Source: an optimization exercise on an open RTL-to-GDS flow (aim: small area). Production flows keep margins and buffers that such runs may drop. Only simulation tests tie the RTL to the original design; equivalence was not proved. Power and IR drop assume default switching activity.

$ cat flow/config.mk
export PLATFORM = sky130hd
export DESIGN_NAME = RGBtoHSV
export DESIGN_NICKNAME = RGBtoHSV
export VERILOG_FILES = /design/flow/design.v
export SDC_FILE = /design/flow/constraint.sdc
export NUM_CORES = 8
export LEC_CHECK = 0
export CAP_MARGIN = 20
export CORE_MARGIN = 2
export CORE_UTILIZATION = 45
export PLACE_DENSITY = 0.6
export SLEW_MARGIN = 20
$ cat flow/run.sh
#!/bin/bash
# synth_recipe.tcl (not shown) runs the flow's synth.tcl, then flattens the netlist and writes it again
# the make line also repeats each setting of config.mk as NAME=value (left out here)
make -C /OpenROAD-flow-scripts/flow DESIGN_CONFIG=/design/flow/config.mk WORK_HOME=/design/flow/orfs CLKGATE_MAP_FILE= SYNTH_SCRIPT=/design/flow/synth_recipe.tcl finish
$ cat flow/constraint.sdc
create_clock -name core_clock -period 100.0 [get_ports {Clk}]
set_input_delay 20.0000 -clock core_clock [delete_from_list [all_inputs] [get_ports {Clk}]]
set_output_delay 20.0000 -clock core_clock [all_outputs]
set_load 0.01 [all_outputs]
$ cat flow/design.v
module Compare_fp(
    output ge,
    input [31:0] a,
    input [31:0] b
);
    wire [31:0] c;
    assign c[0] = ~a[31];
    genvar i;
    generate for (i = 0; i < 31; i = i + 1) begin : g
        assign c[i+1] = (a[i] & ~b[i]) | ((a[i] | ~b[i]) & c[i]);
    end endgenerate
    assign ge = (a[31] ^ b[31]) ? ~a[31] : (c[31] ^ a[31]);
endmodule
module addSub(
    output [31:0] o,
    input  [31:0] a,
    input  [31:0] b,
    input         s
);
    wire as_ = a[31];
    wire bs_ = b[31] ^ s;
    wire [31:0] cc;
    assign cc[0] = 1'b0;
    genvar i;
    generate for (i = 0; i < 31; i = i + 1) begin : gc
        assign cc[i+1] = (b[i] & ~a[i]) | ((b[i] | ~a[i]) & cc[i]);
    end endgenerate
    wire swap = cc[31];
    wire [30:0] xm = swap ? b[30:0] : a[30:0];
    wire [30:0] ym = swap ? a[30:0] : b[30:0];
    wire xs = swap ? bs_ : as_;
    wire ys = swap ? as_ : bs_;
    wire [7:0] xe = xm[30:23];
    wire [7:0] ye = ym[30:23];
    wire [7:0] sh;
    wire shc;
    rca #(8) ush(.s(sh), .co(shc), .a(xe), .b(~ye), .ci(1'b1));
    wire far = (sh[7:5] != 3'b0) | (sh[4:3] == 2'b11);
    wire [23:0] y0 = {1'b1, ym[22:0]};
    wire [23:0] y1 = sh[0] ? {1'b0,  y0[23:1]} : y0;
    wire [23:0] y2 = sh[1] ? {2'b0,  y1[23:2]} : y1;
    wire [23:0] y3 = sh[2] ? {4'b0,  y2[23:4]} : y2;
    wire [23:0] y4 = sh[3] ? {8'b0,  y3[23:8]} : y3;
    wire [23:0] y5 = sh[4] ? {16'b0, y4[23:16]} : y4;
    wire [23:0] ya = far ? 24'b0 : y5;
    wire sub = xs ^ ys;
    wire [23:0] t;
    wire tc;
    rca #(24) uad(.s(t), .co(tc), .a({1'b1, xm[22:0]}), .b(ya ^ {24{sub}}), .ci(sub));
    wire [24:0] v0 = {tc & ~sub, t};
    wire z16 = (v0[24:9] == 16'b0);
    wire [24:0] v1 = z16 ? {v0[8:0], 16'b0} : v0;
    wire z8  = (v1[24:17] == 8'b0);
    wire [24:0] v2 = z8 ? {v1[16:0], 8'b0} : v1;
    wire z4  = (v2[24:21] == 4'b0);
    wire [24:0] v3 = z4 ? {v2[20:0], 4'b0} : v2;
    wire z2  = (v3[24:23] == 2'b0);
    wire [24:0] v4 = z2 ? {v3[22:0], 2'b0} : v3;
    wire z1  = ~v4[24];
    wire [24:0] v5 = z1 ? {v4[23:0], 1'b0} : v4;
    wire zero = ~v5[24];
    wire [4:0] lz = {z16, z8, z4, z2, z1};
    wire [7:0] k = 8'd1 - {3'b0, lz};
    wire [7:0] te;
    wire tec;
    rca #(8) uex(.s(te), .co(tec), .a(xe), .b(k), .ci(1'b0));
    assign o = zero ? 32'b0 : {xs, te, v5[23:1]};
endmodule
module srt_row(
    output [26:0] So,
    output [26:0] Co,
    output        qp,
    output        qn,
    input  [26:0] S,
    input  [26:0] C,
    input  [23:0] D
);
    wire [3:0] y;
    wire yc;
    rca #(4) ue(.s(y), .co(yc), .a(S[26:23]), .b(C[26:23]), .ci(1'b0));
    assign qp = ~y[3];
    assign qn = y[3] & ~(y[2] & y[1] & y[0]);
    wire [26:0] A = ({27{qp}} & ~{3'b000, D}) | ({27{qn}} & {3'b000, D});
    wire [26:0] s = S ^ C ^ A;
    wire [26:0] c = (S & C) | (S & A) | (C & A);
    assign So = {s[25:0], 1'b0};
    assign Co = {c[24:0], qp, 1'b0};
endmodule
module div(
    output [24:0] r,
    output [11:0] qp,
    output [11:0] qn,
    input  [26:0] in2r,
    input  [23:0] D
);
    wire [26:0] S [0:12];
    wire [26:0] C [0:12];
    assign S[0] = in2r;
    assign C[0] = 27'b0;
    genvar i;
    generate for (i = 0; i < 12; i = i + 1) begin : g
        srt_row u(.So(S[i+1]), .Co(C[i+1]), .qp(qp[11-i]), .qn(qn[11-i]),
                  .S(S[i]), .C(C[i]), .D(D));
    end endgenerate
    wire co;
    rca #(25) ucpa(.s(r), .co(co), .a(S[12][25:1]), .b(C[12][25:1]), .ci(1'b0));
endmodule
module rca #(parameter N = 8) (
    output [N-1:0] s,
    output         co,
    input  [N-1:0] a,
    input  [N-1:0] b,
    input          ci
);
    wire [N-1:0] p = a ^ b;
    wire [N-1:0] g = a & b;
    wire [N:0] c;
    assign c[0] = ci;
    genvar i;
    generate for (i = 0; i < N; i = i + 1) begin : g_c
        assign c[i+1] = g[i] | (p[i] & c[i]);
    end endgenerate
    assign s = p ^ c[N-1:0];
    assign co = c[N];
endmodule
module mul100(
    output [31:0] o,
    input  [31:0] a
);
    wire [23:0] m = {1'b1, a[22:0]};
    wire [28:0] t;
    wire [27:0] s9;
    wire c9;
    rca #(28) u1(.s(s9), .co(c9), .a({4'b0, m}), .b({1'b0, m, 3'b0}), .ci(1'b0));
    wire c25;
    rca #(29) u2(.s(t), .co(c25), .a({1'b0, s9}), .b({1'b0, m, 4'b0}), .ci(1'b0));
    wire hi = t[28];
    wire [7:0] e = a[30:23] + (hi ? 8'd7 : 8'd6);
    wire [22:0] f = hi ? t[27:5] : t[26:4];
    assign o = (a == 32'b0) ? 32'b0 : {a[31], e, f};
endmodule
module mul60(
    output [31:0] o,
    input  [31:0] a
);
    wire [23:0] m = {1'b1, a[22:0]};
    wire [27:0] t;
    wire co;
    rca #(28) u0(.s(t), .co(co), .a({m, 4'b0}), .b(~{4'b0, m}), .ci(1'b1));
    wire hi = t[27];
    wire [7:0] e = a[30:23] + (hi ? 8'd6 : 8'd5);
    wire [22:0] f = hi ? t[26:4] : t[25:3];
    assign o = (a == 32'b0) ? 32'b0 : {a[31], e, f};
endmodule
module Controler(
    output reg [2:0] State,
    input            reset,
    input            Clk
);
    always @(posedge Clk or negedge reset) begin
        if (reset == 0)
            State <= 3'd0;
        else if (State == 3'd6)
            State <= 3'd1;
        else if (State == 3'd7)
            State <= 3'd0;
        else
            State <= State + 3'd1;
    end
endmodule
module RGBtoHSV(
    output [31:0] H,
    output [31:0] S,
    output [31:0] V,
    output [31:0] S1,
    output [31:0] S2,
    output [31:0] Corner,
    output [31:0] Delta,
    output [31:0] Max,
    output [2:0]  State,
    input  [31:0] R,
    input  [31:0] G,
    input  [31:0] B,
    input         Clk,
    input         reset
);
    wire [2:0] st;
    Controler ctr(.State(st), .reset(reset), .Clk(Clk));
    assign State = st;
    wire s1 = (st == 3'd1);
    wire s2 = (st == 3'd2);
    wire s3 = (st == 3'd3);
    wire s4 = (st == 3'd4);
    wire s5 = (st == 3'd5);
    wire s6 = (st == 3'd6);
    wire s45 = s4 | s5;
    reg [31:0] rR, rG, rB;
    always @(posedge Clk) begin
        if (s1) begin
            rR <= R;
            rG <= G;
            rB <= B;
        end
    end
    wire geRG, geRB, geGB;
    Compare_fp cRG(.ge(geRG), .a(rR), .b(rG));
    Compare_fp cRB(.ge(geRB), .a(rR), .b(rB));
    Compare_fp cGB(.ge(geGB), .a(rG), .b(rB));
    wire mR = geRG & geRB;
    wire mG = ~mR & geGB;
    wire mB = ~mR & ~geGB;
    wire nB = geRB & geGB;
    wire nG = ~nB & geRG;
    wire nR = ~nB & ~geRG;
    wire [31:0] busMax = ({32{mR}} & rR) | ({32{mG}} & rG) | ({32{mB}} & rB);
    wire [31:0] cornerv = ({32{mG}} & 32'h42F00000) | ({32{mB}} & 32'h43700000);
    reg  [31:0] q1, q2, q3;
    wire aR = (s3 & mR) | (s45 & mB);
    wire aG = (s3 & mG) | (s45 & mR);
    wire aB = (s3 & mB) | (s45 & mG);
    wire aQ = s1 | s2;
    wire [31:0] busA = ({32{aR}} & rR) | ({32{aG}} & rG) | ({32{aB}} & rB) | ({32{aQ}} & q1);
    wire bR = (s3 & nR) | (s45 & mG);
    wire bG = (s3 & nG) | (s45 & mB);
    wire bB = (s3 & nB) | (s45 & mR);
    wire [31:0] busB = ({32{bR}} & rR) | ({32{bG}} & rG) | ({32{bB}} & rB)
                     | ({32{s1}} & cornerv) | ({32{s2}} & 32'h43B40000);
    wire [31:0] aso;
    addSub as0(.o(aso), .a(busA), .b(busB), .s(~aQ));
    wire [31:0] P;
    mul60 m60(.o(P), .a(aso));
    reg  [24:0] rem;
    reg  [10:0] exr;
    reg  [10:0] pst, nst;
    wire first = s1 | s3 | s5;
    wire [31:0] dvf = (s1 | s2) ? 32'h40233333 : ((s3 | s4) ? busMax : q3);
    wire [31:0] ddf = s1 ? busMax : (s3 ? aso : {exr[8:0], rem[22:0]});
    wire [23:0] fc;
    assign fc[0] = 1'b1;
    genvar i;
    generate for (i = 0; i < 23; i = i + 1) begin : gfc
        assign fc[i+1] = (ddf[i] & ~dvf[i]) | ((ddf[i] | ~dvf[i]) & fc[i]);
    end endgenerate
    wire ge = fc[23];
    wire [23:0] nm = {1'b1, ddf[22:0]};
    wire [26:0] in2r = first ? (ge ? {3'b000, nm} : {2'b00, nm, 1'b0})
                             : {rem[24], rem, 1'b0};
    wire [24:0] rnew;
    wire [11:0] qp, qn;
    div dv(.r(rnew), .qp(qp), .qn(qn), .in2r(in2r), .D({1'b1, dvf[22:0]}));
    wire isFF = (dvf[30:0] == 31'b0);
    wire isZ  = (ddf == 32'b0);
    wire [7:0] ex = ddf[30:23] + 8'd127 - dvf[30:23] - {7'b0, ~ge};
    always @(posedge Clk) begin
        rem <= s4 ? {2'b01, P[22:0]} : rnew;
        exr <= s4 ? {2'b00, P[31:23]} : {isFF, isZ, ddf[31] ^ dvf[31], ex};
        pst <= qp[10:0];
        nst <= qn[10:0];
    end
    wire [23:0] qv;
    wire qc;
    rca #(24) ucv(.s(qv), .co(qc), .a({1'b1, pst, qp}), .b(~{1'b0, nst, qn}), .ci(~rnew[24]));
    wire [31:0] divres = exr[10] ? 32'hFFFFFFFF : (exr[9] ? 32'b0 : {exr[8:0], qv[22:0]});
    always @(posedge Clk) begin
        if (s6)
            q1 <= divres;
        else if (s1)
            q1 <= aso;
        else if (s2)
            q1 <= (q1 == 32'hFFFFFFFF) ? 32'b0 : (q1[31] ? aso : q1);
        if (s3)
            q2 <= q3;
        else if (s4)
            q2 <= divres;
        if (s2)
            q3 <= divres;
        else if (s3)
            q3 <= aso;
    end
    assign Max    = busMax;
    assign S1     = busA;
    assign S2     = busB;
    assign Corner = cornerv;
    assign Delta  = q3;
    assign V      = q2;
    mul100 m100(.o(S), .a(q2));
    assign H      = q1;
endmodule
==> results of run 1 <==
[power breakdown]
| group | internal, mW | switching (mW) | leakage, nW |
|---|---|---|---|
| clock network | 0.0621 | 0.0512 | 0.471 |
| logic | 0.00329 | 0.00130 | 14.0 |
| registers | 0.112 | 0 | 2.46 |
| total | 0.178 | 0.0525 | 17.0 |
[per-layer routing]
layer | global-route usage | vias to the layer above
met5 | 0 | -
met4 | 0.1973 | 4
met3 | 0.09306 | 423
met2 | 0.5826 | 2235
met1 | 0.5404 | 16811
li1 | - | 14993
[how the worst max path moves through the flow]
stage / depth (start not counted) / to / from
2_1_floorplan: 318 / q2[22] / rG[11]
3_3_place_gp: 300 / q2[22] / rR[20]
3_5_place_dp: 300 / q2[22] / rR[20]
4_1_cts: 300 / q2[22] / rR[20]
5_1_grt: 301 / q2[22] / rR[20]
6_report: 300 / q2[22] / rR[20]
[synthesized netlist by cell type, drive strengths merged, types with 75 or more instances]
cell,n
a21oi,408
buf,102
clkbuf,210
edfxtp,192
fa,384
ha,142
inv,486
mux2i,166
nand2,369
nor2,495
o21ai,270
xnor2,75
[state kept, by name, summed over array words and instances, names as in the netlist, 25 cells and up]
| name | cells |
|---|---|
| rR | 32 |
| rG | 32 |
| rB | 32 |
| q1 | 32 |
| q3 | 32 |
| q2 | 32 |
| rem | 25 |
[cell families after synthesis]
group	count (synthesis)	synth area share
mux	192	0.05807
compound gates	1142	0.2049
buf+inv	806	0.09628
fa+ha+maj	555	0.2729
flops	253	0.1956
xor+xnor	98	0.02398
other cells	1	0.0001048
simple gates	1188	0.1481
[worst register-to-register path: cells and delay by family, from the launching register on]
kind	cells	cell delay, ps
buf+inv	48	10020
mux	7	1740
xor+xnor	36	7180
flops	1	480
simple gates	41	10020
fa+ha+maj	124	42110
compound gates	44	11220
[final cells by class]
cell class	count	area (µm²)	share of cell area
antenna	1	2.502	0.00006088
clock buffer	37	798.3	0.01942
sequential	253	7003	0.1704
inverter	492	1852	0.04505
tap	1050	1314	0.03196
timing repair buffer	459	4287	0.1043
clock inverter	19	173.9	0.004231
multi-input combinational	3200	25680	0.6246
[through the flow]
stage / std cells / hold slack, ps
floorplan: 4259 / 558.8
global placement: 5450 / 588.2
detailed placement: 5452 / 591.6
CTS: 5508 / 597.9
global route: 5510 / 611.1
finish: 5511 / 612.4
[cell usage in the layout, fill, tap and decap left out, types with 141 or more instances in the layout]
| cell | n |
|---|---|
| ha_1 | 141 |
| edfxtp_1 | 192 |
| nor2_1 | 491 |
| clkdlybuf4s50_1 | 331 |
| fa_1 | 384 |
| inv_1 | 479 |
| a21oi_1 | 393 |
| mux2i_1 | 165 |
| nand2_1 | 367 |
| o21ai_0 | 253 |
==> qor.csv, run 1 <==
metric;value;unit
synth_area_leaders;fa_1, edfxtp_1, a21oi_1, nor2_1, inv_1;
highest_layer;met5;
start_util;0.4538;
crit_arrival;83300;ps
min_to;ctr.State[0];
power.total;230.0;µW
synth.distinct_cells;122;
cts_setup_buffers;0;
avgSynthCellArea;8.451;µm²
cp_data_required_time;100370;ps
hold_viol_final;0;
finalWorstSetupSlack;17070;ps
cp.buffers_inverters;48;
rsz0062_at_grt;no;
clock_skew;35.57;ps
status;timing/DRC/antenna clean;
root_buffer;clkbuf_16;
dieArea;81810;µm²
clk_pin_slew;60;ps
die_x;286.0;µm
antenna_found_initial;4;
dp_slack;17990;ps
holdPathStages;1;
period_share;0.8293;
cap_violations;0;
slew_viol_final;0;
die_h;286.0;µm
hp-class;reg2reg;
crit_type;reg2reg;
clockBufferDepth;3;
route.met2.wl;69570;µm
setup_viol;0;
cts_hold_buffers;0;
wl_met3;18370;µm
rr_endpoint;q2[22];
cpMaxStageDelayCell;a222oi_1;
num_vias;34466;
first_global_vias;33003;
crit_path_end_kind;flop;
worst_path_most_repeated_cell;fa_1;
viasPerCell;6.254;
drive_above_1_share;0.07085;
worstSkewPairLatency;630;ps
core_area;78870;µm²
worst_slew_pin_slew;1310;ps
cts_tree;done;
synth_area;35790;µm²
yosysTopAreaCell;fa_1;
ant_nets;0;
relSlewSlack;0.1264;
ioPinCount;357;
place_congestion;1.034;
min-delay-start;ctr.State[0];
synth-seq-cells;253;
ys.flop_type;edfxtp_1;
htree_levels;1;
ys_warn_count;3;
cts_resized;0;
cts_inserted_buffers;30;
r2r_cells;300;
finalNetCount;5060;
gr-total-overflow;0;
leakage;16.96;nW
dpl_cell_area;40090;µm²
synth_edf_count;192;
routed_wl;163800;µm
io_buffers;331;
final_area;41110;µm²
utilization;0.5212;
area_growth_syn_to_layout;14.85;%
drc_errors;0;
first_pass_iters;9;
tns;0;ps
clock-sinks;253;
wl_per_cell;29.73;µm
num_rows;103;
ys_seq_area_frac;0.1956;
reg2reg_from;rR[20];
p_per_area;5.595;nW/µm²
dp_hpwl;129700;µm
drt-initial-drc-count;5060;
post-route-min-period;82930;ps
rrSetupSlack;17070;ps
yosysTopAreaCellShare;0.2148;
cp-start-kind;flop;
gr-usage-all-layers;0.3942;
grt_max_degree;74;
met1_length;65930;µm
crit_family;adder cells;
synthArstFlopShare;0.01186;
grt_pass1_wl;234700;µm
worst-path-max-fanout;69;
syn_inst;4235;
peakVddDrop;0.01284;mV
critPathMaxStageDelay;1070;ps
fillers;7580;
clock.fmax;0.01206;GHz
==> inputs of run 2 (changes only) <==
--- a/flow/config.mk
+++ b/flow/config.mk
@@ -5,6 +5,7 @@
 export SDC_FILE = /design/flow/constraint.sdc
 export NUM_CORES = 8
 export LEC_CHECK = 0
+export ABC_AREA = 1
 export CAP_MARGIN = 20
 export CORE_MARGIN = 2
 export CORE_UTILIZATION = 45
==> qor.csv, run 2 <==
metric;value;unit
drive_above_1_share;0.06033;
final_cell_mix;nand2_1, inv_1, o21ai_0;
antenna_found_initial;6;
power.total;259.4;µW
drt-initial-drc-count;4259;
first_global_vias;32651;
clock-sinks;253;
num_vias;34175;
final_common_cell;nand2_1;
ys_seq_area_frac;0.2030;
cts_inserted_buffers;36;
hold_viol_final;0;
dp_cells;5854;
synth_common_cells;nand2_1, inv_1, o21ai_0;
root_buffer;clkbuf_16;
slew_viol_final;0;
seq_power_share;0.432;
grt_max_degree;81;
utilization;0.5254;
ys_warn_count;3;
p_per_area;6.501;nW/µm²
clock_skew;27.34;ps
synth_area;34490;µm²
yosysTopAreaCell;fa_1;
peakVddDrop;0.01367;mV
synth-seq-cells;253;
place_congestion;1.047;
fin_cells;5923;
dp_hpwl;129300;µm
routed_wl;159100;µm
power_frac_clock;0.550;
clock.fmax;0.01209;GHz
syn_inst;4650;
yosysTopAreaCellShare;0.2229;
dieArea;78870;µm²
viasPerCell;5.770;
relSlewSlack;0.1274;
status;timing/DRC/antenna clean;
grt_pass1_wl;227700;µm
ioPinCount;357;
worst-path-max-fanout;80;
setup_viol;0;
gr-total-overflow;0;
cp_data_required_time;100310;ps
multi_input_area;23440;µm²
first_pass_iters;8;
cts_hold_buffers;0;
cpMaxStageDelayCell;a221oi_1;
area_growth_syn_to_layout;15.71;%
worstSkewPairLatency;580;ps
finalNetCount;5486;
synthMostInstantiatedCell;nand2_1;
wl_per_cell;26.87;µm
worst_slew_pin_slew;1309;ps
gr-usage-all-layers;0.4015;
core_area;75950;µm²
cts_tree;done;
die_x;280.8;µm
start_util;0.4541;
cts_setup_buffers;0;
tns;0;ps
synth_edf_count;192;
cap_violations;0;
p_comb_frac;0.018;
p_int;201.7;µW
cts_resized;0;
period_share;0.8274;
io_buffers;331;
crit_type;reg2reg;
synthArstFlopShare;0.01186;
crit_path_end_kind;flop;
num_rows;101;
drc_errors;0;
ant_nets;0;
die_h;280.8;µm
worst_path_most_repeated_cell;fa_1;
power.switching;57.69;µW
rsz0062_at_grt;no;
post-route-min-period;82740;ps
hp-class;reg2reg;
ys.flop_type;edfxtp_1;
fillers;7515;
leakage;18.44;nW
htree_levels;2;
synth_area_leaders;fa_1, edfxtp_1, nand2_1, inv_1, o21ai_0;
synth.distinct_cells;67;
register_area;7002;µm²
clk_pin_slew;60;ps
swShare;0.2224;
critPathMaxStageDelay;890;ps
crit_arrival;83050;ps
rrSetupSlack;17260;ps
cp-start-kind;flop;
avgSynthCellArea;7.417;µm²
clockBufferDepth;3;
==> run 2: area by class of cell <==
cell class                 count  share of cell area
antenna                        3           0.0001881
clock buffer                  48             0.02574
clock inverter                18            0.006961
inverter                     780             0.07346
multi-input combinational   3378              0.5874
sequential                   253              0.1755
tap                         1030             0.03229
timing repair buffer         413             0.09845
==> run 2: worst paths after layout <==
| check | startpoint | end | cells after the start |
|---|---|---|---|
| max | rR[31] | q1[22] | 366 |
| min in group asynchronous | reset | ctr.State[1] | 1 |
| min reg2reg | ctr.State[0] | ctr.State[0] | 1 |
| min | ctr.State[0] | ctr.State[0] | 1 |
| max in group asynchronous | reset | ctr.State[0] | 1 |
| max reg2reg | rR[31] | q1[22] | 366 |
==> run 2: logic make-up after synthesis <==
kind of cell / after synthesis / share of synthesized area
xor gates and xnor gates: 80 / 0.02032
other: 1 / 0.0001087
buffers and inverters: 1043 / 0.1219
AOI/OAI and AO/OA: 900 / 0.1489
muxes: 21 / 0.006095
adders and majority gates: 526 / 0.2744
DFF: 253 / 0.2030
and+or+nand+nor: 1826 / 0.2252
==> run 2: worst max-delay path: cells and delay by family (launching register included) <==
| family | cells | cell delay [ps] |
|---|---|---|
| adder cells (fa/ha/maj) | 116 | 41820 |
| AND/OR/NAND/NOR | 153 | 21620 |
| buffers and inverters | 53 | 9530 |
| AO/OA/AOI/OAI | 25 | 6220 |
| XOR/XNOR | 19 | 2590 |
| flip-flops | 1 | 490 |
==> run 2: power by group through the flow <==
stage	logic, mW	registers, mW	clock network, mW
floorplan	0.00115	0.114	0
global placement	0.00447	0.114	0
detailed placement	0.00445	0.114	0
CTS	0.00453	0.112	0.144
global route	0.00478	0.112	0.148
finish	0.00454	0.112	0.143
==> run 2: metrics by stage <==
step | hold slack [ps] | worst slack (ps) | cell area, µm²
floorplan | 559.0 | 26550 | 34580
global placement | 553.4 | 19820 | 38590
detailed placement | 562.7 | 18130 | 38590
CTS | 569.1 | 18050 | 39890
global route | 600.4 | 11370 | 39900
finish | 568.5 | 17260 | 39910
==> run 2: layer usage <==
metal	global-route usage	share of wire	wire length, µm
met1	0.5199	0.39	61690
met2	0.6227	0.44	70520
met5	0	0.00036	57
met4	0.2539	0.075	12000
met3	0.07091	0.093	14860
==> inputs of run 3 (changes only) <==
--- a/flow/config.mk
+++ b/flow/config.mk
@@ -9,5 +9,7 @@
 export CAP_MARGIN = 20
 export CORE_MARGIN = 2
 export CORE_UTILIZATION = 45
+export CTS_BUF_LIST = sky130_fd_sc_hd__clkbuf_4
+export CTS_CLUSTER_SIZE = 30
 export PLACE_DENSITY = 0.6
 export SLEW_MARGIN = 20
==> qor.csv, run 3 <==
metric;value;unit
status;timing/DRC/antenna clean;
synth.distinct_cells;67;
yosysTopAreaCellShare;0.2229;
final_cell_mix;nand2_1, inv_1, o21ai_0;
start_util;0.4541;
hold_ws;576.9;ps
root_buffer;clkbuf_4;
dieArea;78870;µm²
syn_inst;4650;
ioPinCount;357;
synth_top_family_by_area;adder cells;
clock.fmax;0.01209;GHz
tns;0;ps
relSlewSlack;0.1724;
synth_area;34490;µm²
clockBufferDepth;3;
clk_pin_slew;60;ps
synth_common_cells;nand2_1, inv_1, o21ai_0;
post-route-min-period;82680;ps
synth_xor_area_frac;0.02032;
cp-start-kind;flop;
crit_type;reg2reg;
cts_resized;0;
num_vias;34461;
cap_violations;0;
min-delay-start;ctr.State[0];
rsz0062_at_grt;no;
routed_wl;159800;µm
hold_viol_final;0;
finalNetCount;5529;
place_congestion;1.047;
setup_viol;0;
drive_above_1_share;0.07325;
worst-path-max-fanout;80;
cpMaxStageDelayCell;a221oi_1;
synthMostInstantiatedCell;nand2_1;
worstSkewPairLatency;890;ps
yosysTopAreaCell;fa_1;
first_global_vias;33077;
die_h;280.8;µm
ant_nets;0;
synthArstFlopShare;0.01186;
drc_errors;0;
grt_max_degree;81;
first_pass_iters;8;
ys_seq_area_frac;0.2030;
synth-simple-area-share;0.2252;
period_share;0.8268;
crit_arrival;83240;ps
cp_data_required_time;100550;ps
reg2reg_from;rR[31];
startpoint;rR[31];
clock_skew;103.9;ps
io_buffers;331;
ys.flop_type;edfxtp_1;
synth-seq-cells;253;
avgSynthCellArea;7.417;µm²
synth_compound_area_frac;0.1489;
peakVddDrop;0.009539;mV
cts_inserted_buffers;79;
num_rows;101;
critPathMaxStageDelay;870;ps
clock-sinks;253;
antenna_found_initial;10;
wl_per_cell;26.60;µm
synth_fa_ha_area_frac;0.2744;
cts_setup_buffers;0;
cts_tree;done;
p_per_area;5.682;nW/µm²
htree_levels;3;
viasPerCell;5.737;
slew_viol_final;0;
dp_hpwl;129300;µm
ys_warn_count;3;
worst_slew_pin_slew;1232;ps
leakage;18.44;nW
final_area;39620;µm²
hp-class;reg2reg;
grt_pass1_wl;228700;µm
gr-total-overflow;0;
multi_input_area;23450;µm²
cts_hold_buffers;0;
worst_path_most_repeated_cell;fa_1;
core_area;75950;µm²
area_growth_syn_to_layout;14.88;%
final_common_cell;nand2_1;
synth_edf_count;192;
crit_path_end_kind;flop;
synth_mux_area_frac;0.006095;
gr-usage-all-layers;0.4046;
dpl_cell_area;38590;µm²
fillers;7577;
synth_area_leaders;fa_1, edfxtp_1, nand2_1, inv_1, o21ai_0;
drt-initial-drc-count;4452;
die_x;280.8;µm
register_area;7002;µm²
run 3: changes by cell type in the layout (fill, tap and decap cells not counted), moves of 3 or more:
cell	change
bufinv_16	-5
clkinv_1	+16
clkinv_2	+3
clkbuf_1	-5
clkbuf_4	+120
diode_2	+5
clkbuf_8	-6
inv_2	+4
clkbuf_16	-37
clkinvlp_4	-5
run 3: final timing paths:
check                           slack [ps]  cells after the start           end
max in group asynchronous            80540                      1  ctr.State[0]
worst min register to register         580                      1  ctr.State[0]
worst min-delay path                   580                      1  ctr.State[0]
worst max register to register       17320                    368        q3[22]
worst max-delay path                 17320                    368        q3[22]
min in group asynchronous            19310                      1  ctr.State[1]
run 3: where the power goes:
part / internal, mW / total, mW / switching [mW] / leakage, nW
combinational: 0.00329 / 0.00455 / 0.00124 / 15.4
sequential: 0.112 / 0.112 / 0 / 2.46
clock: 0.0547 / 0.108 / 0.0537 / 0.611
total: 0.170 / 0.225 / 0.0550 / 18.4
run 3: kinds of logic (layout without fill, tap and decap cells):
| kind of cell | after synthesis | in the layout |
|---|---|---|
| multiplexers | 21 | 21 |
| AO/OA/AOI/OAI | 900 | 900 |
| XOR/XNOR | 80 | 80 |
| buffers and inverters | 1043 | 1338 |
| AND/OR/NAND/NOR | 1826 | 1826 |
| other | 1 | 33 |
| adder cells (fa/ha/maj) | 526 | 526 |
| flip-flops | 253 | 253 |
run 3: routing by layer:
metal  GRT usage  share of wire  up-vias  wire, µm
li1            -              -    15463         -
met1      0.5140           0.39    16562     61700
met2      0.6248           0.44     1946     70840
met3     0.08837          0.095      482     15190
met4      0.2592          0.075        8     12030
met5           0        0.00035        -        56
run 3: layout make-up:
| type | instances | share of cell area |
|---|---|---|
| Tap cell | 1030 | 0.03253 |
| Multi-Input combinational cell | 3378 | 0.5919 |
| Antenna cell | 8 | 0.0005053 |
| Sequential cell | 253 | 0.1767 |
| Clock inverter | 25 | 0.002495 |
| Timing Repair Buffer | 413 | 0.09916 |
| Clock buffer | 120 | 0.02274 |
| Inverter | 780 | 0.07399 |
run 3: metrics by stage:
stage / power [mW] / utilization / setup WS [ps] / cells
final: 0.2251 / 0.5217 / 17320 / 6007
after global routing: 0.2330 / 0.5215 / 11340 / 6002
after CTS: 0.2269 / 0.5212 / 18000 / 5999
after detailed placement: 0.1188 / 0.5081 / 18130 / 5854
after global placement: 0.1188 / 0.5081 / 19820 / 5854
after floorplan: 0.1155 / - / 26550 / 4674
run 3: critical path, delay by kind of cell (launching register included):
family                     cells  cell delay [ps]
and+or+nand+nor              157            21920
xor gates and xnor gates      19             2580
buffers and inverters         53             9510
adders and majority gates    116            41820
DFF                            1              490
AOI/OAI and AO/OA             23             5890
==> inputs of run 4 (changes only) <==
--- a/flow/config.mk
+++ b/flow/config.mk
@@ -9,7 +9,6 @@
 export CAP_MARGIN = 20
 export CORE_MARGIN = 2
 export CORE_UTILIZATION = 45
-export CTS_BUF_LIST = sky130_fd_sc_hd__clkbuf_4
-export CTS_CLUSTER_SIZE = 30
+export CTS_BUF_LIST = sky130_fd_sc_hd__clkbuf_2 sky130_fd_sc_hd__clkbuf_4
 export PLACE_DENSITY = 0.6
 export SLEW_MARGIN = 20
==> qor.csv, run 4 <==
metric;value;unit
clockBufferDepth;3;
rsz0062_at_grt;no;
worst-path-max-fanout;80;
worstSkewPairLatency;890;ps
cts_tree;done;
viasPerCell;5.737;
start_util;0.4541;
cap_violations;0;
use_met2;0.6248;
worst_slew_pin_slew;1232;ps
num_rows;101;
crit_arrival;83240;ps
yosysTopAreaCellShare;0.2229;
wl_per_cell;26.60;µm
place_congestion;1.047;
first_global_vias;33077;
tns;0;ps
dp_hpwl;129300;µm
cp_data_required_time;100550;ps
synth_edf_count;192;
critPathMaxStageDelay;870;ps
relSlewSlack;0.1724;
gr-usage-all-layers;0.4046;
ys_warn_count;3;
cts_inserted_buffers;79;
fillers;7577;
antenna_found_initial;10;
cts_hold_buffers;0;
first_pass_iters;8;
cts_setup_buffers;0;
p_per_area;5.682;nW/µm²
drive_above_1_share;0.07325;
crit_type;reg2reg;
hold_ws;576.9;ps
syn_inst;4650;
p_int;170.1;µW
cpMaxStageDelayCell;a221oi_1;
drc_errors;0;
clock-sinks;253;
crit_path_end_kind;flop;
num_vias;34461;
io_buffers;331;
avgSynthCellArea;7.417;µm²
synth-seq-cells;253;
synth_area;34490;µm²
post-route-min-period;82680;ps
synth_common_cells;nand2_1, inv_1, o21ai_0;
ys_seq_area_frac;0.2030;
seq_power_share;0.498;
area_growth_syn_to_layout;14.88;%
clk_pin_slew;60;ps
finalNetCount;5529;
p_comb_frac;0.020;
ant_nets;0;
hp-class;reg2reg;
clock.fmax;0.01209;GHz
grt_max_degree;81;
gr-usage-met3;0.08837;
htree_levels;3;
drt-initial-drc-count;4452;
utilization;0.5217;
die_x;280.8;µm
gr-total-overflow;0;
core_area;75950;µm²
rrSetupSlack;17320;ps
swShare;0.2442;
period_share;0.8268;
power.switching;54.98;µW
ys.flop_type;edfxtp_1;
ioPinCount;357;
cp-start-kind;flop;
final_common_cell;nand2_1;
worst_path_most_repeated_cell;fa_1;
synth.distinct_cells;67;
leakage;18.44;nW
cts_resized;0;
busiest_layer;met2;
synthMostInstantiatedCell;nand2_1;
grt_pass1_wl;228700;µm
peakVddDrop;0.009539;mV
root_buffer;clkbuf_4;
routed_wl;159800;µm
setup_viol;0;
die_h;280.8;µm
status;timing/DRC/antenna clean;
final_cell_mix;nand2_1, inv_1, o21ai_0;
dieArea;78870;µm²
hold_viol_final;0;
synth_area_leaders;fa_1, edfxtp_1, nand2_1, inv_1, o21ai_0;
grtUsageMet1;0.5140;
clock_skew;103.9;ps
synthArstFlopShare;0.01186;
yosysTopAreaCell;fa_1;
slew_viol_final;0;
power_frac_clock;0.482;
-- run 4: worst max-delay path: cells and delay by family, from the launching register on --
kind | cells | cell delay [ps]
adders and majority gates | 116 | 41820
and+or+nand+nor | 157 | 21920
buffers and inverters | 53 | 9510
AOI/OAI and AO/OA | 23 | 5890
xor gates and xnor gates | 19 | 2580
DFF | 1 | 490
-- run 4: final timing paths --
path | start | to | cells past startpoint
setup / recovery | rR[31] | q3[22] | 368
hold / removal | ctr.State[0] | ctr.State[0] | 1
setup reg to reg | rR[31] | q3[22] | 368
hold reg to reg | ctr.State[0] | ctr.State[0] | 1
max in group asynchronous | reset | ctr.State[0] | 1
min in group asynchronous | reset | ctr.State[1] | 1
-- run 4: area by class of cell --
cell class | count | area (µm²) | share of cell area
Sequential cell | 253 | 7002 | 0.1767
Inverter | 780 | 2932 | 0.07399
Antenna cell | 8 | 20.02 | 0.0005053
Timing Repair Buffer | 413 | 3929 | 0.09916
Tap cell | 1030 | 1289 | 0.03253
Clock inverter | 25 | 98.84 | 0.002495
Clock buffer | 120 | 900.9 | 0.02274
Multi-Input combinational cell | 3378 | 23450 | 0.5919
-- run 4: per-layer routing --
metal  wire length, µm  up-vias
li1                  -    15463
met1             61700    16562
met2             70840     1946
met3             15190      482
met4             12030        8
met5                56        -
-- run 4: power groups by stage --
stage / combinational (mW) / sequential [mW] / clock (mW)
finish: 0.00455 / 0.112 / 0.108
global route: 0.00478 / 0.112 / 0.116
CTS: 0.00453 / 0.112 / 0.110
detailed placement: 0.00445 / 0.114 / 0
global placement: 0.00447 / 0.114 / 0
floorplan: 0.00115 / 0.114 / 0
-- run 4: kinds of logic (layout without fill, tap and decap cells) --
family                     count (synthesis)  count (layout)  synth area share
and+or+nand+nor                         1826            1826            0.2252
buffers and inverters                   1043            1338            0.1219
AOI/OAI and AO/OA                        900             900            0.1489
adders and majority gates                526             526            0.2744
DFF                                      253             253            0.2030
xor gates and xnor gates                  80              80           0.02032
muxes                                     21              21          0.006095
other                                      1              33         0.0001087
-- run 4: per-stage QoR --
step	power, mW	worst slack, ps	instances	instance area (µm²)
2_1_floorplan	0.1155	26550	4674	34580
3_3_place_gp	0.1188	19820	5854	38590
3_5_place_dp	0.1188	18130	5854	38590
4_1_cts	0.2269	18000	5999	39590
5_1_grt	0.2330	11340	6002	39610
6_report	0.2251	17320	6007	39620
==> inputs of run 5 (changes only) <==
==> flow/flow/run.sh (new file) <==
#!/bin/bash
# Standard layout, except that the port buffers buffer_ports inserts are
# sky130_fd_sc_hd__buf_1 instead of the default delay buffer.
set -euo pipefail
bash standard.sh "BUFFER_PORTS_ARGS=-buffer_cell sky130_fd_sc_hd__buf_1" finish > standard.log 2>&1
==> flow/standard.sh (new file) <==
#!/bin/bash
# synth_recipe.tcl (not shown) runs the flow's synth.tcl, then flattens the netlist and writes it again
# the make line also repeats each setting of config.mk as NAME=value (left out here)
make -C /OpenROAD-flow-scripts/flow DESIGN_CONFIG=/design/flow/config.mk WORK_HOME=/design/flow/orfs CLKGATE_MAP_FILE= SYNTH_SCRIPT=/design/flow/synth_recipe.tcl "${@:-finish}"
--- a/flow/config.mk
+++ b/flow/config.mk
@@ -9,6 +9,6 @@
 export CAP_MARGIN = 20
 export CORE_MARGIN = 2
 export CORE_UTILIZATION = 45
-export CTS_BUF_LIST = sky130_fd_sc_hd__clkbuf_2 sky130_fd_sc_hd__clkbuf_4
+export CTS_BUF_LIST = sky130_fd_sc_hd__clkbuf_8
 export PLACE_DENSITY = 0.6
 export SLEW_MARGIN = 20
removed: flow/run.sh
==> qor.csv, run 5 <==
metric;value;unit
status;timing/DRC/antenna clean;
yosysTopAreaCell;fa_1;
synthArstFlopShare;0.01186;
core_area;75950;µm²
cts_tree;done;
routed_wl;154500;µm
start_util;0.4541;
rr_endpoint;q1[22];
cap_violations;0;
cts_resized;0;
hp-class;reg2reg;
final_common_cell;nand2_1;
cts_inserted_buffers;50;
first_pass_iters;8;
cp-start-kind;flop;
viasPerCell;5.724;
grt_max_degree;81;
ys.flop_type;edfxtp_1;
root_buffer;clkbuf_8;
ys_warn_count;3;
first_global_vias;32582;
area_growth_syn_to_layout;8.754;%
die_x;280.8;µm
clock-sinks;253;
wl_per_cell;25.97;µm
clock_skew;37.97;ps
rsz0062_at_grt;no;
cpMaxStageDelayCell;nor2_1;
ys_seq_area_frac;0.2030;
ant_nets;0;
synth_area_leaders;fa_1, edfxtp_1, nand2_1, inv_1, o21ai_0;
num_vias;34052;
dp_hpwl;124900;µm
synth.distinct_cells;67;
reg2reg_from;rR[31];
final_cell_mix;nand2_1, inv_1, o21ai_0;
clock.fmax;0.01195;GHz
relSlewSlack;0.1766;
place_congestion;1.038;
power.total;222.1;µW
register_area;7002;µm²
drt-initial-drc-count;3908;
ioPinCount;357;
gr-usage-all-layers;0.3899;
worst_path_most_repeated_cell;fa_1;
leakage;17.46;nW
gr-total-overflow;0;
avgSynthCellArea;7.417;µm²
synth_common_cells;nand2_1, inv_1, o21ai_0;
dieArea;78870;µm²
p_per_area;5.922;nW/µm²
crit_path_end_kind;flop;
hold_viol_final;0;
drive_above_1_share;0.06287;
crit_type;reg2reg;
cts_hold_buffers;0;
syn_inst;4650;
rrSetupSlack;16300;ps
critPathMaxStageDelay;910;ps
io_buffers;331;
drc_errors;0;
clk_pin_slew;60;ps
crit_arrival;84090;ps
holdPathStages;1;
fillers;7857;
num_rows;101;
crit_end;q1[22];
peakVddDrop;0.007012;mV
finalNetCount;5497;
cts_setup_buffers;0;
worst-path-max-fanout;80;
htree_levels;2;
antenna_found_initial;8;
period_share;0.8370;
slew_viol_final;0;
worst_slew_pin_slew;1235;ps
synth_edf_count;192;
multi_input_area;23460;µm²
clockBufferDepth;3;
synthMostInstantiatedCell;nand2_1;
die_h;280.8;µm
tns;0;ps
startpoint;rR[31];
yosysTopAreaCellShare;0.2229;
setup_viol;0;
synth_area;34490;µm²
worstSkewPairLatency;690;ps
post-route-min-period;83700;ps
cp_data_required_time;100390;ps
synth-seq-cells;253;
r2r_cells;371;
grt_pass1_wl;222900;µm
[run 5: cell types whose count changed in the layout (fill, tap and decap cells not counted), moves of 8 or more]
cell / change
buf_1: +331
clkdlybuf4s50_1: -331
clkbuf_4: -120
clkbuf_8: +54
clkinv_2: +11
clkinv_1: -8
inv_1: +8
[run 5: cells by family (layout without fill, tap and decap cells)]
family | Yosys count | in the layout | share of synthesized area
AOI/OAI and AO/OA | 900 | 900 | 0.1489
xor gates and xnor gates | 80 | 80 | 0.02032
adders and majority gates | 526 | 526 | 0.2744
buffers and inverters | 1043 | 1284 | 0.1219
DFF | 253 | 253 | 0.2030
muxes | 21 | 21 | 0.006095
other | 1 | 29 | 0.0001087
and+or+nand+nor | 1826 | 1826 | 0.2252
[run 5: final cells by class]
class	instances	share of cell area
Clock inverter	41	0.006472
Antenna cell	4	0.0002669
Clock buffer	53	0.01945
Inverter	780	0.07816
Timing Repair Buffer	410	0.04910
Tap cell	1030	0.03436
Multi-Input combinational cell	3378	0.6255
Sequential cell	253	0.1867
[run 5: where the power goes]
| part | total (mW) | internal [mW] | switching [mW] |
|---|---|---|---|
| clock | 0.108 | 0.0526 | 0.0552 |
| sequential | 0.112 | 0.112 | 0 |
| combinational | 0.00218 | 0.000839 | 0.00133 |
| total | 0.222 | 0.166 | 0.0565 |
[run 5: worst min path at each step]
stage,start,to,slack [ps]
3_5_place_dp,ctr.State[0],ctr.State[0],570
2_1_floorplan,ctr.State[0],ctr.State[0],560
4_1_cts,ctr.State[0],ctr.State[0],580
5_1_grt,ctr.State[0],ctr.State[0],620
6_report,ctr.State[0],ctr.State[0],580
3_3_place_gp,ctr.State[0],ctr.State[0],560
[run 5: worst max-delay path, delay by kind of cell, from the launching register on]
kind                       cells  cell delay [ps]
buffers and inverters         53             9400
and+or+nand+nor              158            22690
adders and majority gates    116            41900
xor gates and xnor gates      19             2620
DFF                            1              490
AOI/OAI and AO/OA             25             5920
[run 5: stage by stage]
step                      hold WS [ps]  worst slack (ps)  cell area, µm²  std cells  utilization
after global routing             624.5             10330           37500       5947       0.4938
final                            582.0             16300           37510       5949       0.4938
after floorplan                  559.0             26550           34580       4674            -
after global placement           555.0             17910           36490       5849       0.4805
after detailed placement         571.2             16570           36490       5849       0.4805
after CTS                        577.1             16440           37460       5943       0.4933
[run 5: layer usage]
| layer | track usage | share of wire | up-vias |
|---|---|---|---|
| li1 | - | - | 15352 |
| met1 | 0.4948 | 0.39 | 16333 |
| met2 | 0.6121 | 0.45 | 1907 |
| met3 | 0.07715 | 0.090 | 456 |
| met4 | 0.2413 | 0.074 | 4 |
| met5 | 0 | 0.00014 | - |
==> inputs of run 6 (changes only) <==
--- a/flow/config.mk
+++ b/flow/config.mk
@@ -9,6 +9,5 @@
 export CAP_MARGIN = 20
 export CORE_MARGIN = 2
 export CORE_UTILIZATION = 45
-export CTS_BUF_LIST = sky130_fd_sc_hd__clkbuf_8
 export PLACE_DENSITY = 0.6
 export SLEW_MARGIN = 20
==> qor.csv, run 6 <==
metric;value;unit
die_x;280.8;µm
cts_tree;done;
core_area;75950;µm²
final_cell_mix;nand2_1, inv_1, o21ai_0;
finalNetCount;5481;
drc_errors;0;
ys.flop_type;edfxtp_1;
die_h;280.8;µm
fin_cells;5914;
finalWorstSetupSlack;16330;ps
ioPinCount;357;
cts_setup_buffers;0;
p_per_area;6.482;nW/µm²
cts_inserted_buffers;35;
grt_max_degree;81;
dp_slack;16570;ps
synth_edf_count;192;
synth-seq-cells;253;
synth_area;34490;µm²
antenna_found_initial;6;
area_growth_syn_to_layout;9.197;%
worstSkewPairLatency;580;ps
synthArstFlopShare;0.01186;
cts_resized;0;
min-delay-start;ctr.State[0];
yosysTopAreaCellShare;0.2229;
cp-start-kind;flop;
relSlewSlack;0.1824;
cap_violations;0;
start_util;0.4541;
post-route-min-period;83670;ps
dieArea;78870;µm²
routed_wl;154700;µm
final_common_cell;nand2_1;
drt-initial-drc-count;4183;
multi_input_area;23460;µm²
cts_hold_buffers;0;
worst_path_most_repeated_cell;fa_1;
gr-usage-all-layers;0.3904;
register_area;7002;µm²
slew_viol_final;0;
ys_seq_area_frac;0.2030;
drive_above_1_share;0.05899;
place_congestion;1.038;
status;timing/DRC/antenna clean;
first_pass_iters;7;
peakVddDrop;0.01208;mV
syn_inst;4650;
hp-class;reg2reg;
root_buffer;clkbuf_16;
viasPerCell;5.749;
startpoint;rR[31];
ant_nets;0;
hold_viol_final;0;
crit_type;reg2reg;
cpMaxStageDelayCell;nor2_1;
worst_slew_pin_slew;1226;ps
crit_path_end_kind;flop;
grt_pass1_wl;223000;µm
avgSynthCellArea;7.417;µm²
clockBufferDepth;3;
synth.distinct_cells;67;
dp_cells;5849;
tns;0;ps
cp_data_required_time;100280;ps
clk_pin_slew;60;ps
period_share;0.8367;
setup_viol;0;
reg2reg_from;rR[31];
clock_skew;28.43;ps
worst-path-max-fanout;80;
critPathMaxStageDelay;900;ps
synth_common_cells;nand2_1, inv_1, o21ai_0;
num_rows;101;
clock.fmax;0.01195;GHz
synthMostInstantiatedCell;nand2_1;
first_global_vias;32440;
rsz0062_at_grt;no;
wl_per_cell;26.16;µm
clock-sinks;253;
yosysTopAreaCell;fa_1;
dp_hpwl;124900;µm
crit_arrival;83950;ps
leakage;17.45;nW
synth_area_leaders;fa_1, edfxtp_1, nand2_1, inv_1, o21ai_0;
ys_warn_count;3;
power.total;244.1;µW
fillers;7806;
htree_levels;2;
io_buffers;331;
gr-total-overflow;0;
num_vias;34001;
[run 6: cell types whose count changed in the layout (fill, tap and decap cells not counted), moves of 2 or more]
cell / previous run / this run
diode_2: 4 / 2
clkinvlp_4: 3 / 7
clkinv_1: 22 / 17
clkbuf_8: 54 / 1
clkbuf_16: 0 / 36
inv_6: 1 / 5
inv_1: 740 / 732
clkinv_2: 16 / 3
[run 6: cells by family after synthesis]
| kind of cell | after synthesis | share of synthesized area |
|---|---|---|
| simple gates | 1826 | 0.2252 |
| buf+inv | 1043 | 0.1219 |
| compound gates | 900 | 0.1489 |
| fa+ha+maj | 526 | 0.2744 |
| flops | 253 | 0.2030 |
| xor+xnor | 80 | 0.02032 |
| mux | 21 | 0.006095 |
| other cells | 1 | 0.0001087 |
[run 6: layer usage]
| metal | GRT usage | part of all wire | wire length (µm) |
|---|---|---|---|
| met1 | 0.4967 | 0.38 | 59460 |
| met2 | 0.6170 | 0.45 | 69740 |
| met3 | 0.07598 | 0.092 | 14230 |
| met4 | 0.2317 | 0.073 | 11230 |
| met5 | 0 | 0.00028 | 43 |
[run 6: final cells by class]
class | count | area share
diodes | 2 | 0.0001329
clock buffers | 38 | 0.02439
clock inverters | 24 | 0.005947
inverters | 780 | 0.07784
multi-input cells | 3378 | 0.6230
flip-flops and latches | 253 | 0.1859
well taps | 1030 | 0.03422
repair buffers | 409 | 0.04854
[run 6: metrics by stage]
stage / instance area (µm²) / util / hold slack (ps)
6_report: 37660 / 0.4959 / 587.5
5_1_grt: 37650 / 0.4958 / 623.5
4_1_cts: 37630 / 0.4955 / 576.2
3_5_place_dp: 36490 / 0.4805 / 571.2
3_3_place_gp: 36490 / 0.4805 / 555.0
2_1_floorplan: 34580 / - / 559.0
[run 6: critical path: cells and delay by family (launching register included)]
| kind | cells | cell delay (ps) |
|---|---|---|
| AND/OR/NAND/NOR | 158 | 22750 |
| XOR/XNOR | 19 | 2610 |
| buffers and inverters | 53 | 9410 |
| adder cells (fa/ha/maj) | 116 | 41950 |
| flip-flops | 1 | 500 |
| AO/OA/AOI/OAI | 25 | 5920 |
[run 6: final timing paths]
| kind | end | slack (ps) | cells past startpoint |
|---|---|---|---|
| hold reg to reg | ctr.State[0] | 590 | 1 |
| min in group asynchronous | ctr.State[0] | 19260 | 1 |
| max in group asynchronous | ctr.State[1] | 80560 | 1 |
| setup / recovery | q1[22] | 16330 | 371 |
| setup reg to reg | q1[22] | 16330 | 371 |
| hold / removal | ctr.State[0] | 590 | 1 |
[run 6: power breakdown]
group,switching (mW),total [mW],internal (mW),leakage [nW]
registers,0,0.112,0.112,2.46
clock network,0.0572,0.130,0.0726,0.537
logic,0.00132,0.00217,0.000839,14.5
total,0.0585,0.244,0.186,17.5
==> inputs of run 7 (changes only) <==
==> flow/flow/run.sh (replaced) <==
#!/bin/bash
# Standard synthesis, then the combinational logic between the standard
# synthesis's registers, adders and tie cells is mapped again by ABC for
# area (registers keep their names and cells), then the standard layout
# with sky130_fd_sc_hd__buf_1 as the port buffer.
set -euo pipefail
R=orfs/results/${FLOW_PLATFORM}/RGBtoHSV/base
LIB=${FLOW_HOME}/platforms/${FLOW_PLATFORM}/lib/sky130_fd_sc_hd__tt_025C_1v80.lib
bash standard.sh synth > synth.log 2>&1
cp $R/1_2_yosys.v $R/1_2_yosys.std.v
DU=$(sed -n '/^export DONT_USE_CELLS/,/^$/p' ${FLOW_HOME}/platforms/${FLOW_PLATFORM}/config.mk | grep -o 'sky130_fd_sc_hd__[a-z0-9_]*' | sed 's/^/-dont_use /' | tr '\n' ' ')
sed -e "s#@LIB@#${LIB}#g" -e "s#@IN@#$R/1_2_yosys.std.v#g" -e "s#@OUT@#$R/1_2_yosys.v#g" -e "s#@DU@#${DU}#g" \
    flow/resyn.ys.in > resyn.ys
yosys -s resyn.ys > resyn.log 2>&1
bash standard.sh "BUFFER_PORTS_ARGS=-buffer_cell sky130_fd_sc_hd__buf_1" finish > standard.log 2>&1
==> flow/flow/resyn.ys.in (new file) <==
read_liberty -ignore_miss_func @LIB@
read_verilog @IN@
hierarchy -top RGBtoHSV
blackbox sky130_fd_sc_hd__fa_1 sky130_fd_sc_hd__ha_1 sky130_fd_sc_hd__edfxtp_1 sky130_fd_sc_hd__dfxtp_1 sky130_fd_sc_hd__dfrtp_1 sky130_fd_sc_hd__conb_1
flatten
opt_clean
abc -liberty @LIB@ @DU@ -script +strash;dch;map,-B,0.9;topo;dnsize
opt_clean -purge
stat -liberty @LIB@
write_verilog -noattr -noexpr -nohex -nodec @OUT@
--- a/flow/config.mk
+++ b/flow/config.mk
@@ -9,5 +9,6 @@
 export CAP_MARGIN = 20
 export CORE_MARGIN = 2
 export CORE_UTILIZATION = 45
+export CTS_BUF_LIST = sky130_fd_sc_hd__clkbuf_8
 export PLACE_DENSITY = 0.6
 export SLEW_MARGIN = 20
==> qor.csv, run 7 <==
metric;value;unit
clock_skew;38.07;ps
critPathMaxStageDelay;950;ps
cap_violations;0;
dieArea;74950;µm²
htree_levels;2;
first_pass_iters;6;
clockBufferDepth;3;
viasPerCell;5.830;
ys_warn_count;3;
cts_tree;done;
hp-class;reg2reg;
worst_slew_pin_slew;1402;ps
hold_viol_final;0;
crit_type;reg2reg;
fillers;7326;
use_met2;0.5817;
clock.fmax;0.01095;GHz
worst-path-max-fanout;75;
finalNetCount;5503;
die_x;273.8;µm
cts_hold_buffers;0;
grtUsageMet1;0.5594;
peakVddDrop;0.007508;mV
tns;0;ps
gr-usage-met3;0.09947;
clk_pin_slew;70;ps
slew_viol_final;0;
crit_arrival;91710;ps
post-route-min-period;91340;ps
grt_pass1_wl;218900;µm
wl_per_cell;25.85;µm
start_util;0.4566;
final_common_cell;nand2_1;
io_buffers;331;
ant_nets;0;
core_area;71730;µm²
fin_cells;5876;
cts_resized;0;
p_per_area;6.285;nW/µm²
setup_viol;0;
first_global_vias;32258;
place_congestion;1.056;
final_cell_mix;nand2_1, clkinv_1, o21ai_0;
gr-total-overflow;0;
relSlewSlack;0.06517;
register_area;7002;µm²
dpl_cell_area;36160;µm²
cts_inserted_buffers;49;
gr-usage-all-layers;0.4013;
worstSkewPairLatency;690;ps
rsz0062_at_grt;no;
leakage;14.59;nW
dp_cells;5777;
root_buffer;clkbuf_8;
cp-start-kind;flop;
avgSynthCellArea;7.489;µm²
num_vias;34256;
antenna_found_initial;11;
cpMaxStageDelayCell;nor2_1;
ioPinCount;357;
grt_max_degree;76;
syn_inst;4373;
area_growth_syn_to_layout;13.68;%
die_h;273.8;µm
period_share;0.9134;
dp_hpwl;121100;µm
synth_area;32750;µm²
busiest_layer;met2;
cts_setup_buffers;0;
drc_errors;0;
cp_data_required_time;100370;ps
crit_path_end_kind;flop;
routed_wl;151900;µm
drt-initial-drc-count;4680;
multi_input_area;23030;µm²
worst_path_most_repeated_cell;nand2_1;
utilization;0.5190;
drive_above_1_share;0.04777;
num_rows;98;
final_area;37230;µm²
clock-sinks;253;
status;timing/DRC/antenna clean;
-- run 7: per-stage QoR --
step	total power [mW]	worst slack [ps]	hold WS [ps]
floorplan	0.1148	11910	577.1
global placement	0.1166	11910	568.5
detailed placement	0.1166	9778	578.3
CTS	0.2344	9577	595.3
global route	0.2378	2001	639.8
finish	0.2340	8659	596.7
-- run 7: critical path: cells and delay by family, from the launching register on --
family / cells / cell delay, ps
buffers and inverters: 52 / 12080
adders and majority gates: 119 / 41960
AOI/OAI and AO/OA: 30 / 7690
and+or+nand+nor: 155 / 25110
DFF: 1 / 400
xor gates and xnor gates: 26 / 3630
-- run 7: metal layers --
metal	part of all wire	routed length (µm)
met2	0.41	62820
met1	0.40	61480
met3	0.13	19010
met5	0.00038	57
met4	0.056	8510
-- run 7: path summary, 6_finish.rpt --
check | depth (start not counted) | startpoint | to | slack [ps]
max | 382 | rR[31] | q3[22] | 8660
min | 2 | q3[25] | q2[25] | 600
max reg2reg | 382 | rR[31] | q3[22] | 8660
min reg2reg | 2 | q3[25] | q2[25] | 600
max in group asynchronous | 1 | reset | ctr.State[0] | 80710
min in group asynchronous | 1 | reset | ctr.State[2] | 19120
-- run 7: cell type report --
class | instances | share of cell area
multi-input cells | 3355 | 0.6184
flip-flops and latches | 253 | 0.1881
inverters | 789 | 0.07954
repair buffers | 431 | 0.05347
well taps | 950 | 0.03193
clock buffers | 50 | 0.01848
clock inverters | 41 | 0.009611
diodes | 7 | 0.0004705
-- run 7: power by group --
group	internal (mW)	total, mW	switching [mW]	leakage (nW)
logic	0.000839	0.00232	0.00147	11.5
registers	0.112	0.112	0	2.46
clock network	0.0627	0.120	0.0569	0.583
total	0.176	0.234	0.0583	14.6
==> inputs of run 8 (changes only) <==
==> flow/flow/resyn.ys.in (replaced) <==
read_liberty -ignore_miss_func @LIB@
read_verilog @IN@
hierarchy -top RGBtoHSV
blackbox sky130_fd_sc_hd__fa_1 sky130_fd_sc_hd__ha_1 sky130_fd_sc_hd__edfxtp_1 sky130_fd_sc_hd__dfxtp_1 sky130_fd_sc_hd__dfrtp_1 sky130_fd_sc_hd__conb_1
flatten
opt_clean
abc -liberty @LIB@ @DU@ -script +&get,-n;&st;&dch;&nf,-R,1000;&put;topo;dnsize
opt_clean -purge
stat -liberty @LIB@
write_verilog -noattr -noexpr -nohex -nodec @OUT@
==> qor.csv, run 8 <==
metric;value;unit
place_congestion;1.047;
ys_warn_count;3;
clock_skew;42.38;ps
leakage;13.46;nW
routed_wl;131400;µm
first_pass_iters;6;
finalNetCount;4820;
syn_inst;3693;
root_buffer;clkbuf_8;
final_area;35720;µm²
hp-class;reg2reg;
clk_pin_slew;60;ps
clockBufferDepth;3;
wl_per_cell;25.42;µm
avgSynthCellArea;8.431;µm²
worst_path_most_repeated_cell;fa_1;
crit_arrival;89910;ps
multi_input_area;22650;µm²
start_util;0.4540;
synth_area;31130;µm²
rrSetupSlack;10460;ps
clock.fmax;0.01117;GHz
reg2reg_from;rR[31];
dpl_cell_area;34630;µm²
num_vias;31036;
gr-usage-all-layers;0.3672;
post-route-min-period;89540;ps
holdPathStages;1;
ant_nets;0;
rsz0062_at_grt;no;
register_area;7002;µm²
worstSkewPairLatency;700;ps
cts_hold_buffers;0;
cp-start-kind;flop;
period_share;0.8954;
finalWorstSetupSlack;10460;ps
worst_slew_pin_slew;1268;ps
core_area;68590;µm²
cts_setup_buffers;0;
final_common_cell;nand2_1;
r2r_cells;372;
cts_resized;0;
fillers;6713;
worst-path-max-fanout;104;
hold_viol_final;0;
cap_violations;0;
antenna_found_initial;3;
cp_data_required_time;100370;ps
io_buffers;331;
num_rows;96;
peakVddDrop;0.009096;mV
gr-total-overflow;0;
area_growth_syn_to_layout;14.72;%
dieArea;71310;µm²
relSlewSlack;0.1460;
slew_viol_final;0;
critPathMaxStageDelay;780;ps
cpMaxStageDelayCell;nand2b_1;
htree_levels;2;
grt_max_degree;105;
drt-initial-drc-count;4357;
drive_above_1_share;0.05145;
crit_type;reg2reg;
min_to;ctr.State[0];
crit_path_end_kind;flop;
dp_slack;11140;ps
drc_errors;0;
die_x;267.0;µm
first_global_vias;29506;
cts_inserted_buffers;50;
die_h;267.0;µm
setup_viol;0;
final_cell_mix;nand2_1, clkinv_1, o21ai_0;
rr_endpoint;q2[22];
grt_pass1_wl;193400;µm
clock-sinks;253;
viasPerCell;6.003;
ioPinCount;357;
tns;0;ps
cts_tree;done;
p_per_area;6.619;nW/µm²
power.total;236.4;µW
dp_hpwl;103600;µm
status;timing/DRC/antenna clean;
min-delay-start;ctr.State[0];
## run 8: area by class of cell
type,count,share of cell area
inverters,490,0.05156
multi-input cells,2974,0.6341
clock inverters,43,0.01086
repair buffers,427,0.05538
clock buffers,50,0.01927
well taps,931,0.03261
flip-flops and latches,253,0.1960
diodes,2,0.0001401
## run 8: where the power goes
group,internal (mW),leakage (nW),switching [mW],total [mW]
clock network,0.0656,0.585,0.0566,0.122
registers,0.112,2.46,0,0.112
logic,0.000839,10.4,0.00124,0.00209
## run 8: worst max path at each step
| stage | startpoint | endpoint | depth (start not counted) |
|---|---|---|---|
| floorplan | rR[31] | q3[22] | 344 |
| global placement | rR[31] | q2[22] | 371 |
| detailed placement | rR[31] | q2[22] | 371 |
| CTS | rR[31] | q2[22] | 372 |
| global route | rR[31] | q2[22] | 371 |
| finish | rR[31] | q2[22] | 372 |
## run 8: critical path: cells and delay by family (launching register included)
family	cells	cell delay [ps]
AOI/OAI and AO/OA	96	15740
xor gates and xnor gates	33	5920
adders and majority gates	119	40540
buffers and inverters	44	8520
DFF	1	600
muxes	1	110
and+or+nand+nor	79	17600
## run 8: metrics by stage
stage               hold slack [ps]  cells  utilization
detailed placement            575.3   5075       0.5050
global route                  639.6   5169       0.5207
finish                        577.5   5170       0.5208
CTS                           592.7   5168       0.5207
floorplan                     577.1   3717            -
global placement              575.7   5073       0.5045
## run 8: metal layers
layer	GRT usage	vias to the layer above	wire length, µm
met4	0.2015	2	8443
met3	0.07842	393	13550
met2	0.5738	1840	58850
met1	0.4756	14871	50560
li1	-	13930	-
met5	0	-	14
==> inputs of run 9 (changes only) <==
--- a/flow/flow/run.sh
+++ b/flow/flow/run.sh
@@ -1,6 +1,6 @@
 #!/bin/bash
 # Standard synthesis, then the combinational logic between the standard
-# synthesis's registers, adders and tie cells is mapped again by ABC for
+# synthesis's registers, full adders and tie cells is mapped again by ABC for
 # area (registers keep their names and cells), then the standard layout
 # with sky130_fd_sc_hd__buf_1 as the port buffer.
 set -euo pipefail
==> flow/flow/resyn.ys.in (replaced) <==
read_liberty -ignore_miss_func @LIB@
read_verilog @IN@
hierarchy -top RGBtoHSV
blackbox sky130_fd_sc_hd__fa_1 sky130_fd_sc_hd__edfxtp_1 sky130_fd_sc_hd__dfxtp_1 sky130_fd_sc_hd__dfrtp_1 sky130_fd_sc_hd__conb_1
flatten
opt_clean
abc -liberty @LIB@ @DU@ -script +&get,-n;&st;&dch;&nf,-R,1000;&put;topo;dnsize
opt_clean -purge
stat -liberty @LIB@
write_verilog -noattr -noexpr -nohex -nodec @OUT@
==> qor.csv, run 9 <==
metric;value;unit
worst_path_most_repeated_cell;fa_1;
wl_per_cell;26.74;µm
setup_viol;0;
drt-initial-drc-count;4455;
drive_above_1_share;0.05811;
rsz0062_at_grt;no;
cpMaxStageDelayCell;nand2b_1;
worst_slew_pin_slew;1157;ps
worstSkewPairLatency;740;ps
grt_max_degree;95;
crit_path_end_kind;flop;
avgSynthCellArea;8.329;µm²
grt_pass1_wl;197000;µm
viasPerCell;6.131;
p_comb_frac;0.009;
cp-start-kind;flop;
dp_hpwl;105100;µm
core_area;65980;µm²
place_congestion;1.039;
num_vias;30953;
critPathMaxStageDelay;750;ps
final_common_cell;nand2_1;
status;timing/DRC/antenna clean;
dp_cells;4952;
power.switching;58.20;µW
gr-usage-all-layers;0.3831;
start_util;0.4568;
finalNetCount;4622;
p_per_area;7.059;nW/µm²
final_cell_mix;nand2_1, nor2_1, clkinv_1;
cts_resized;0;
cts_setup_buffers;0;
tns;0;ps
cts_inserted_buffers;50;
fin_cells;5049;
ant_nets;0;
syn_inst;3619;
clock_skew;81.25;ps
power_frac_clock;0.536;
cts_hold_buffers;0;
crit_arrival;84860;ps
leakage;13.09;nW
cap_violations;0;
drc_errors;0;
synth_area;30140;µm²
hp-class;reg2reg;
clockBufferDepth;3;
fillers;6472;
clk_pin_slew;70;ps
root_buffer;clkbuf_8;
seq_power_share;0.455;
num_rows;94;
peakVddDrop;0.006801;mV
p_int;188.1;µW
clock.fmax;0.01184;GHz
cp_data_required_time;100400;ps
htree_levels;2;
antenna_found_initial;9;
relSlewSlack;0.2287;
first_pass_iters;10;
ys_warn_count;3;
dieArea;69070;µm²
area_growth_syn_to_layout;15.77;%
post-route-min-period;84460;ps
utilization;0.5289;
worst-path-max-fanout;94;
swShare;0.2363;
die_x;262.8;µm
period_share;0.8446;
gr-total-overflow;0;
cts_tree;done;
hold_viol_final;0;
slew_viol_final;0;
crit_type;reg2reg;
first_global_vias;29584;
ioPinCount;357;
die_h;262.8;µm
routed_wl;135000;µm
clock-sinks;253;
io_buffers;331;
[run 9: final timing paths]
kind | from | endpoint | slack [ps] | depth (start not counted)
min in group asynchronous | reset | ctr.State[2] | 19130 | 1
setup reg to reg | rR[31] | q1[21] | 15540 | 348
hold reg to reg | q3[26] | q2[26] | 610 | 2
hold / removal | q3[26] | q2[26] | 610 | 2
setup / recovery | rR[31] | q1[21] | 15540 | 348
max in group asynchronous | reset | ctr.State[0] | 80630 | 1
[run 9: worst max-delay path, delay by kind of cell, from the launching register on]
family	cells	cell delay, ps
compound gates	91	16650
xor+xnor	36	6110
fa+ha+maj	86	34840
buf+inv	44	10070
flops	1	640
mux	2	720
simple gates	89	14920
[run 9: cell type report]
type	count	area, µm²	area share
multi-input combinational	3002	22060	0.6322
sequential	253	7002	0.2006
timing repair buffer	445	2098	0.06013
inverter	388	1459	0.04181
tap	864	1081	0.03098
clock buffer	52	715.7	0.02051
clock inverter	42	473.0	0.01355
antenna	3	7.507	0.0002151
[run 9: power groups by stage]
stage	clock network, mW	logic [mW]	registers [mW]
2_1_floorplan	0	0.000414	0.114
3_3_place_gp	0	0.00203	0.114
3_5_place_dp	0	0.00203	0.114
4_1_cts	0.133	0.00210	0.112
5_1_grt	0.137	0.00227	0.112
6_report	0.132	0.00213	0.112
[run 9: routing by layer]
metal | wire length [µm] | global-route usage | vias up | part of all wire
li1 | - | - | 13782 | -
met1 | 50420 | 0.4816 | 14852 | 0.37
met2 | 61090 | 0.6047 | 1869 | 0.45
met3 | 13930 | 0.08358 | 440 | 0.10
met4 | 9517 | 0.2347 | 10 | 0.070
met5 | 68 | 0 | - | 0.00050
[run 9: metrics by stage]
step                      hold WS [ps]  total power [mW]  setup slack (ps)  instance area, µm²
after global placement           581.5            0.1164             17590               33690
final                            611.9            0.2463             15540               34900
after global routing             637.1            0.2513              9153               34900
after CTS                        593.1            0.2470             15800               34880
after floorplan                  558.1            0.1148              6479               30230
after detailed placement         594.2            0.1164             16190               33690

separate check: timing with driven ports:
The results above use ideal ports. As a check the final layouts listed here were re-extracted and re-timed, cells and wires unchanged. Step 1: set_driving_cell puts a clkbuf_16 on Clk and a buf_2 on each other input, an assumption about the parent block. Step 2 times the ports against the registers' clock, not the clock port: input delays grow and output delays shrink by t, the midpoint of the rising clock arrivals with the driver on. a / b / c = ideal / step 1 / step 2; a / b = the first two.
run	t (ns)	setup WS [ns]	clock arrival spread, ns
run 1	0.670	17.074 / 17.074 / 17.074	0.036 / 0.035
run 2	0.637	17.257 / 17.257 / 17.257	0.028 / 0.027
run 3	0.904	17.316 / 17.316 / 17.316	0.104 / 0.104
run 4	0.904	17.316 / 17.316 / 17.316	0.104 / 0.104
run 5	0.731	16.297 / 16.297 / 16.297	0.038 / 0.038
run 6	0.631	16.334 / 16.334 / 16.334	0.029 / 0.029
run 7	0.732	8.659 / 8.659 / 8.659	0.038 / 0.038
run 8	0.734	10.462 / 10.462 / 10.462	0.043 / 0.043
run 9	0.756	15.539 / 15.539 / 15.539	0.082 / 0.081
After both steps every run listed still meets setup and hold.
